What follows belongs to an exercise in optimizing a design on an open flow for small area, a short achievable clock period and few clock cycles per item; a production flow would make more cautious choices.
At most, simulation tests tie the RTL to the original design; equivalence was not proved.
Power figures rest on the tool's default switching activity, not on a simulated workload.

==> 02-27 <==
==> flow/design.v (excerpt) <==
module RGB2YUV (start, clk, rst_n, inportR, inportG, inportB, done, outportY, outportU, outportV);
Settings: LEC_CHECK=0, CAP_MARGIN=20, CORE_MARGIN=2, CORE_UTILIZATION=65, CTS_BUF_LIST=sky130_fd_sc_hd__clkbuf_8, SLEW_MARGIN=20, SYNTH_HIERARCHICAL=1, SYNTH_MINIMUM_KEEP_SIZE=0; clock period 10.0 ns.
standard.sh (not shown) runs the stock make flow with config.mk's settings and CLKGATE_MAP_FILE= SYNTH_SCRIPT=/design/flow/synth_recipe.tcl, a recipe that flattens the netlist after the stock synthesis.
==> flow/flow/run.sh <==
#!/bin/bash
# The standard layout (standard.sh), except that the port buffers are
# sky130_fd_sc_hd__buf_1 cells rather than ORFS's default delay buffers, and timing
# repair aims for 5.5 ns of setup slack. Each run's output goes to its own log.
set -euo pipefail
export BUFFER_PORTS_ARGS="-buffer_cell sky130_fd_sc_hd__buf_1"
export SETUP_SLACK_MARGIN=5.5
bash standard.sh synth > synth.log 2>&1
bash standard.sh > layout.log 2>&1
==> 03-22 (differences from 02-27) <==
==> flow/flow/run.sh (replaced) <==
#!/bin/bash
# The standard layout (standard.sh), except that the port buffers are
# sky130_fd_sc_hd__buf_1 cells rather than ORFS's default delay buffers, and timing
# repair aims for 5.4 ns of setup slack. Each run's output goes to its own log.
set -euo pipefail
export BUFFER_PORTS_ARGS="-buffer_cell sky130_fd_sc_hd__buf_1"
export SETUP_SLACK_MARGIN=5.4
bash standard.sh synth > synth.log 2>&1
bash standard.sh > layout.log 2>&1
Settings changed: CORE_UTILIZATION 65 to 55, CTS_BUF_LIST sky130_fd_sc_hd__clkbuf_8 to unset.
==> 10-23 (differences from 02-27) <==
Settings changed: CORE_UTILIZATION 65 to 75, CTS_BUF_LIST sky130_fd_sc_hd__clkbuf_8 to unset.
==> comparison table <==
| metric | 10-23 | 02-27 | 03-22 |
|---|---|---|---|
| Area delta synth->final | 15.3% | 12.7% | 12.1% |
| Upper clock frequency limit | 0.217 GHz | 0.223 GHz | 0.219 GHz |
| Flop2flop setup slack | 9.14 ns | 9.14 ns | 9.15 ns |
| Period Utilization, post-route | 0.460 | 0.448 | 0.457 |
| Clk pwr share | 0.102 | 0.083 | 0.080 |
| Non-filler cells, final | 719 | 710 | 742 |
| Ratio of cells with drive above 1 in the final layout | 0.194 | 0.178 | 0.145 |
| Outcome | no timing/DRC/antenna violations | no timing/DRC/antenna violations | no timing/DRC/antenna violations |
| Pwr Density | 210 nW/um2 | 205 nW/um2 | 202 nW/um2 |
| Initial DRT Pass Iterations | 4 | 4 | 6 |
| Relative contribution of sequential cells to total power | 0.221 | 0.232 | 0.233 |
| Worst Min Path Start | st_y[14] | st_v[0] | st_u[14] |
| Multi-input gate share of total cell area | 0.662 | 0.678 | 0.674 |
| GR Layer Usage met2 | 0.601 | 0.482 | 0.389 |
| Total Power | 1.43 mW | 1.36 mW | 1.34 mW |
| Worst Path Arrival | 4.76 ns | 4.63 ns | 4.76 ns |
| Switching power share of the total | 0.471 | 0.471 | 0.466 |
| Final Wtd Congestion | 0.964 | 0.952 | 0.937 |
| Core Util, Final | 0.885 | 0.759 | 0.638 |
Testbench counts of 02-27, summed over its fixed seeds: cycles 3,208, items 3,200.
Testbench counts of 03-22, summed over its fixed seeds: cycles 3,208, items 3,200.
Testbench counts of 10-23, summed over its fixed seeds: cycles 3,208, items 3,200.


==> lagoon <==
Another version of the RTL of RGB2YUV (not shown whole).
Settings: LEC_CHECK=0, CAP_MARGIN=20, CORE_MARGIN=2, CORE_UTILIZATION=55, SLEW_MARGIN=20, SYNTH_HIERARCHICAL=1, SYNTH_MINIMUM_KEEP_SIZE=0; clock period 10.0 ns.
==> flow/flow/run.sh <==
#!/bin/bash
# The standard layout (standard.sh), except that the port buffers are
# sky130_fd_sc_hd__buf_1 cells rather than ORFS's default delay buffers, and timing
# repair aims for 5.5 ns of setup slack. Each run's output goes to its own log.
set -euo pipefail
export BUFFER_PORTS_ARGS="-buffer_cell sky130_fd_sc_hd__buf_1"
export SETUP_SLACK_MARGIN=5.5
bash standard.sh synth > synth.log 2>&1
bash standard.sh > layout.log 2>&1
==> inputs of indigo, as changes to lagoon <==
==> flow/run.sh (new file) <==
#!/bin/bash
# synth_recipe.tcl (not shown) runs the flow's synth.tcl, then flattens the netlist and writes it again
# the make line also repeats each setting of config.mk as NAME=value (left out here)
make -C /OpenROAD-flow-scripts/flow DESIGN_CONFIG=/design/flow/config.mk WORK_HOME=/design/flow/orfs CLKGATE_MAP_FILE= SYNTH_SCRIPT=/design/flow/synth_recipe.tcl finish
- SETUP_SLACK_MARGIN: unset -> 5
removed: flow/flow/run.sh
removed: flow/standard.sh
==> results.txt <==
item	lagoon	indigo
Largest net degree at the start of global routing	42	68
Number of buffers inserted by post-CTS setup repair	17	12
Non-CTS buffers	94	73
Pre-CTS setup slack	3.87 ns	3.52 ns
Register share of the cell area	15.2%	15.6%
Leak	2.86 nW	2.81 nW
Run status	complete, no violations	complete, no violations
Antenna violations before repair	0	1
Wl on met1	5930 um	5510 um
Number of nets in the final layout	770	749
Non-clk buf share	10.7%	9.64%
Total Power	0.00136 W	0.00146 W
Internal power component	0.000742 W	0.000850 W
Worst endpoint data arrival time	5.32 ns	5.29 ns
Net Sw Frac	45.4%	41.8%
Post-cts repair resize count	73	144
Share of final-layout standard cells stronger than drive strength 1	27.4%	19.9%
Via count of the first global-routing pass	4,193	4,153
Data required time of the critical path	10.20 ns	10.17 ns
No functional check of the RTL was part of any run of this note.

## afterwards: timing with drivers on the ports
The results above use ideal ports. As a check the final layouts listed here were re-extracted and re-timed, cells and wires unchanged. Step 1, drivers: a clkbuf_16 drives clk and a buf_2 each remaining input, both assumed. Step 2 adds t to the input delays and takes it off the output delays; t is the mean of the earliest and latest rising clock arrival at the registers after step 1. Input paths then give back, and output paths get back, about the clock's delay inside the block. Three values: ideal ports, drivers, drivers and shift; two values: the first two.
| run | t, ns | setup WS [ns] | hold WS [ns] | worst setup path at the end | worst register clock-pin slew, ns |
|---|---|---|---|---|---|
| 02-27 | 0.330 | 5.524 / 5.497 / 5.167 | 0.550 / 0.550 / 0.550 | input to register | 0.09 / 0.09 |
| 03-22 | 0.332 | 5.430 / 5.437 / 5.105 | 0.530 / 0.530 / 0.530 | input to register | 0.08 / 0.08 |
| 10-23 | 0.339 | 5.396 / 5.387 / 5.048 | 0.541 / 0.541 / 0.541 | input to register | 0.10 / 0.10 |
| lagoon | 0.340 | 4.878 / 4.854 / 4.514 | 0.541 / 0.541 / 0.541 | input to register | 0.09 / 0.09 |
| indigo | 0.336 | 4.883 / 4.870 / 4.534 | 0.546 / 0.546 / 0.546 | input to register | 0.08 / 0.08 |
After both steps setup and hold are still met in every run listed. The setup slack of lagoon, which loses most, moves by -0.024 ns with the drivers and by -0.364 ns with both steps.
